From an optimization exercise on the open Yosys and OpenROAD flow, aimed at small area; shortcuts taken in it are not production practice.
Where RTL was checked, it was by simulation tests only, not by an equivalence proof against the original.
No activity file was given, so power comes from the tool's default toggle rates.

==> job 6238 <==
==> flow/design.v <==
`timescale 1ns/100ps
module UART_echo(
	input wire CLK100MHZ,
	input wire SW0, SW1, SW2,
	input wire RXD,
	output wire TXD
);
wire clk = CLK100MHZ;
wire reset = SW0;
wire isRx = SW1;
localparam [3:0]
	R_INI   = 4'd0,
	R_START = 4'd1,
	R_RX0   = 4'd2,    
	R_STOP  = 4'd10,
	R_DONE  = 4'd11;
reg [3:0] rs;
reg [9:0] rc;        
reg [7:0] cnt;       
reg [7:0] D;
wire r_ini   = (rs == R_INI);
wire r_start = (rs == R_START);
wire r_rx    = (rs >= R_RX0) && (rs < R_STOP);
wire r_stop  = (rs == R_STOP);
wire r_done  = (rs == R_DONE);
wire [2:0] r_k = rs - R_RX0;
wire ren_p   = (rc == 10'd868);
always @(posedge clk, posedge reset)
	if (reset)
		rs <= R_INI;
	else if (isRx) begin
		if (r_ini) begin
			if (!RXD) rs <= R_START;
		end else if (r_done)
			rs <= R_INI;
		else if (ren_p)
			rs <= rs + 4'd1;
	end
always @(posedge clk)
	if (r_ini)
		rc <= 10'd0;
	else if (ren_p)
		rc <= 10'd1;
	else
		rc <= rc + 10'd1;
always @(posedge clk)
	if (isRx)
		cnt <= ren_p ? 8'd0 : cnt + 8'd1;
wire sample = isRx && r_rx && !ren_p && (cnt == 8'd217);
always @(posedge clk)
	if (isRx && r_start && ren_p)
		D <= 8'd0;
	else if (sample)
		D[r_k] <= RXD;
reg [4:0] wrptr, rdptr, w0;
reg [3:0] ph;
wire [4:0] depth = wrptr - rdptr;
wire empty = (depth == 5'd0);
wire full  = (depth == 5'd16);
localparam [3:0]
	T_INI = 4'd0,
	T_B0  = 4'd1,     
	T_END = 4'd12;
reg [3:0] ts;
wire t_end = (ts == T_END);
wire wenq = r_done && !full;
wire renq = t_end && !empty;
always @(posedge clk, posedge reset)
	if (reset) begin
		wrptr <= 5'd0;
		rdptr <= 5'd0;
		ph <= 4'd0;
	end else begin
		if (wenq) wrptr <= wrptr + 5'd1;
		if (renq) rdptr <= rdptr + 5'd1;
		ph <= ph + 4'd1;
	end
always @(posedge clk)
	if (isRx && r_stop && ren_p)
		w0 <= wrptr;
wire [4:0] nwr = wrptr - w0;
wire [3:0] off = ph - w0[3:0];
wire we = (r_done || r_ini || r_start) && ({1'b0, off} < nwr);
reg [15:0] ring [0:7];
integer b;
always @(posedge clk)
	for (b = 0; b < 8; b = b + 1)
		ring[b] <= {ring[b][14:0], we ? D[b] : ring[b][15]};
wire isTX = SW2 && !empty;
reg [9:0] tc;
wire ten = (tc == 10'd868);
always @(posedge clk, posedge reset)
	if (reset)
		tc <= 10'd0;
	else if (isTX)
		tc <= ten ? 10'd1 : tc + 10'd1;
always @(posedge clk, posedge reset)
	if (reset)
		ts <= T_INI;
	else if (isTX) begin
		if (ts == T_INI)
			ts <= T_B0;
		else if (t_end)
			ts <= T_INI;
		else if (ten)
			ts <= (ts == T_B0 + 4'd10) ? T_END : ts + 4'd1;
	end
wire [3:0] t_i = ts - T_B0;
wire [2:0] t_k = t_i - 4'd1;
wire t_data_next = (ts >= T_B0 + 4'd1) && (ts <= T_B0 + 4'd8);
wire t_data_now  = (ts >= T_B0 + 4'd2) && (ts <= T_B0 + 4'd9);
reg nextbit, databit;
reg [7:0] tap;
always @* for (b = 0; b < 8; b = b + 1) tap[b] = ring[b][15];
always @(posedge clk)
	if (t_data_next && ph == rdptr[3:0])
		nextbit <= tap[t_k];
always @(posedge clk)
	if (isTX && ten && t_data_next)
		databit <= nextbit;
assign TXD = (ts == T_B0 + 4'd1) ? 1'b0 : t_data_now ? databit : 1'b1;
endmodule
`timescale 1ns/100ps
`timescale 1ns/100ps
`timescale 1ns/100ps
==> flow/run.sh <==
#!/bin/bash
# synth_recipe.tcl (not shown) runs the flow's synth.tcl, then flattens the netlist and writes it again
# the make line also repeats each setting of config.mk as NAME=value (left out here)
make -C /OpenROAD-flow-scripts/flow DESIGN_CONFIG=/design/flow/config.mk WORK_HOME=/design/flow/orfs CLKGATE_MAP_FILE= SYNTH_SCRIPT=/design/flow/synth_recipe.tcl finish
==> flow/config.mk <==
export PLATFORM = sky130hd
export DESIGN_NAME = UART_echo
export DESIGN_NICKNAME = UART_echo
export VERILOG_FILES = /design/flow/design.v
export SDC_FILE = /design/flow/constraint.sdc
export NUM_CORES = 4
export LEC_CHECK = 0
export CAP_MARGIN = 20
export CORE_MARGIN = 2
export CORE_UTILIZATION = 40
export SLEW_MARGIN = 20
==> flow/constraint.sdc <==
create_clock -name core_clock -period 10.0 [get_ports {CLK100MHZ}]
set_input_delay 2.0000 -clock core_clock [delete_from_list [all_inputs] [get_ports {CLK100MHZ}]]
set_output_delay 2.0000 -clock core_clock [all_outputs]
set_load 0.01 [all_outputs]
==> job 3194 (differences from job 6238) <==
==> flow/design.v (replaced) <==
`timescale 1ns/100ps
module UART_echo(
	input wire CLK100MHZ,
	input wire SW0, SW1, SW2,
	input wire RXD,
	output reg TXD
);
wire clk = CLK100MHZ;
wire reset = SW0;
wire isRx = SW1;
localparam [9:0] BT_P = 10'd737;
function [9:0] bt_next(input [9:0] s, input p);
	bt_next = {s[8:3], s[2] ^ p, s[1:0], s[9] ^ s[6]};
endfunction
function bt_pulse(input [9:0] s);    
	bt_pulse = s[9] & s[6] & s[5] & !s[4] & !s[3] & s[2] & !s[1] & s[0];
endfunction
localparam [3:0]
	R_INI   = 4'd4,
	R_START = 4'd5,
	R_RX0   = 4'd6,
	R_RX6   = 4'd12,
	R_STOP  = 4'd14,
	R_DONE  = 4'd15;
reg [3:0] rs;
reg [9:0] rc;
reg [7:0] cnt;
reg [7:0] D;
wire r_ini   = (rs == R_INI);
wire r_start = (rs == R_START);
wire r_rx    = (rs >= R_RX0) && (rs < R_STOP);
wire r_stop  = (rs == R_STOP);
wire r_done  = (rs == R_DONE);
wire ren_p   = bt_pulse(rc);
wire r_adv   = isRx && (r_ini ? !RXD : (r_done || ren_p));
wire [4:0] rs_inc = {1'b0, rs} + 5'd1;
always @(posedge clk, posedge reset)
	if (reset)
		rs <= R_INI;
	else if (r_adv)
		rs <= rs_inc[3:0] | {1'b0, rs_inc[4], 2'b00};
always @(posedge clk)
	if (r_ini)
		rc <= BT_P;
	else
		rc <= bt_next(rc, ren_p);
always @(posedge clk)
	if (isRx)
		cnt <= ren_p ? 8'd0 : {cnt[6:0], cnt[7] ^ cnt[5] ^ cnt[4] ^ cnt[3] ^ (cnt[6:0] == 7'd0)};
wire sample = isRx && r_rx && !ren_p && (cnt == 8'd202);
wire shift = isRx && ren_p && (rs >= R_START) && (rs <= R_RX6);
always @(posedge clk)
	if (shift)
		D <= {1'b0, D[7:1]};
	else if (sample)
		D[7] <= RXD;
reg [4:0] wrptr, rdptr, w0;
reg [3:0] ph;
wire lo_eq = (wrptr[3:0] == rdptr[3:0]);
wire empty = lo_eq && (wrptr[4] == rdptr[4]);
wire full  = lo_eq && (wrptr[4] != rdptr[4]);
localparam [3:0]
	T_B9  = 4'd3,
	T_END = 4'd5,
	T_INI = 4'd6;
reg [3:0] ts;
wire t_end = (ts == T_END);
wire t_ini = (ts == T_INI);
wire wenq = r_done && !full;
wire renq = t_end && !empty;
always @(posedge clk, posedge reset)
	if (reset) begin
		wrptr <= 5'd0;
		rdptr <= 5'd0;
		ph <= 4'd0;
	end else begin
		if (wenq) wrptr <= wrptr + 5'd1;
		if (renq) rdptr <= rdptr + 5'd1;
		ph <= ph + 4'd1;
	end
always @(posedge clk)
	if (isRx && r_stop && ren_p)
		w0 <= wrptr;
wire [4:0] nwr = wrptr - w0;
wire [3:0] off = ph - w0[3:0];
wire we = (r_done || r_ini || r_start) && ({1'b0, off} < nwr);
reg [15:0] ring [0:7];
integer b;
always @(posedge clk)
	for (b = 0; b < 8; b = b + 1)
		ring[b] <= {ring[b][14:0], we ? D[b] : ring[b][15]};
wire isTX = SW2 && !empty;
reg [9:0] tc;
wire ten = bt_pulse(tc);
always @(posedge clk, posedge reset)
	if (reset)
		tc <= BT_P;
	else if (isTX)
		tc <= bt_next(tc, ten);
wire t_adv = isTX && (t_ini || t_end || ten);
wire [4:0] ts_inc = {1'b0, ts} + 5'd1;
always @(posedge clk, posedge reset)
	if (reset)
		ts <= T_INI;
	else if (t_adv)
		ts <= ts_inc[3:0] | {2'b00, ts_inc[4], ts_inc[4]};
reg nextbit;
reg [7:0] tap;
always @* for (b = 0; b < 8; b = b + 1) tap[b] = ring[b][15];
always @(posedge clk)
	if (t_ini)
		nextbit <= 1'b0;
	else if (ts == T_B9)
		nextbit <= 1'b1;
	else if (ts[3] && ph == rdptr[3:0])
		nextbit <= tap[ts[2:0]];
always @(posedge clk, posedge reset)
	if (reset)
		TXD <= 1'b1;
	else if (isTX && ten && !t_ini && !t_end)
		TXD <= nextbit;
endmodule
`timescale 1ns/100ps
`timescale 1ns/100ps
`timescale 1ns/100ps
- CTS_BUF_LIST: unset -> sky130_fd_sc_hd__clkbuf_8
- CTS_CLUSTER_DIAMETER: unset -> 80
- CTS_CLUSTER_SIZE: unset -> 25
- HOLD_SLACK_MARGIN: unset -> 0
==> comparison <==
Between job 6238 and job 3194, the lower first-iteration DRC count is in job 3194 (gap about 20%, measured against job 3194).
Job 6238 finished with timing, DRC and antenna clean. Job 3194 finished with timing, DRC and antenna clean.
Power: job 3194 is higher than job 6238 (about 4%).
Non-clock buffer count is the same in job 6238 and job 3194.
Clock skew: job 6238 is lower than job 3194 (0.0064 ns).
Of job 3194 and job 6238, job 3194 has the higher sequential power (gap about 20%, measured against job 6238).
Function not checked in job 3194: the RTL went through the layout flow alone.

-- separate check: timing with driven ports --
The flow's constraints put no driver on any port. The routed layouts listed below were extracted and timed again, unchanged, in two steps. Step 1 (the two cells are an assumption about what drives the block):
set clk [get_ports {CLK100MHZ}]
set_driving_cell -lib_cell sky130_fd_sc_hd__clkbuf_16 $clk
set_driving_cell -lib_cell sky130_fd_sc_hd__buf_2 [delete_from_list [all_inputs] $clk]
Step 2 adds t to the input delays and takes it off the output delays; t is the mean of the earliest and latest rising clock arrival at the registers after step 1. Input paths then give back, and output paths get back, about the clock's delay inside the block. Three values: no drivers, after step 1, after step 2; two values: the first two.
run | shift t [ns] | slack for setup (ns) | clock arrival spread, ns
job 6238 | 0.465 | 5.700 / 5.660 / 5.633 | 0.008 / 0.007
job 3194 | 0.471 | 6.390 / 6.402 / 5.931 | 0.014 / 0.015
After both steps every run listed still meets setup and hold. The setup slack of job 3194, which loses most, moves by +0.012 ns with the drivers and by -0.459 ns with both steps.
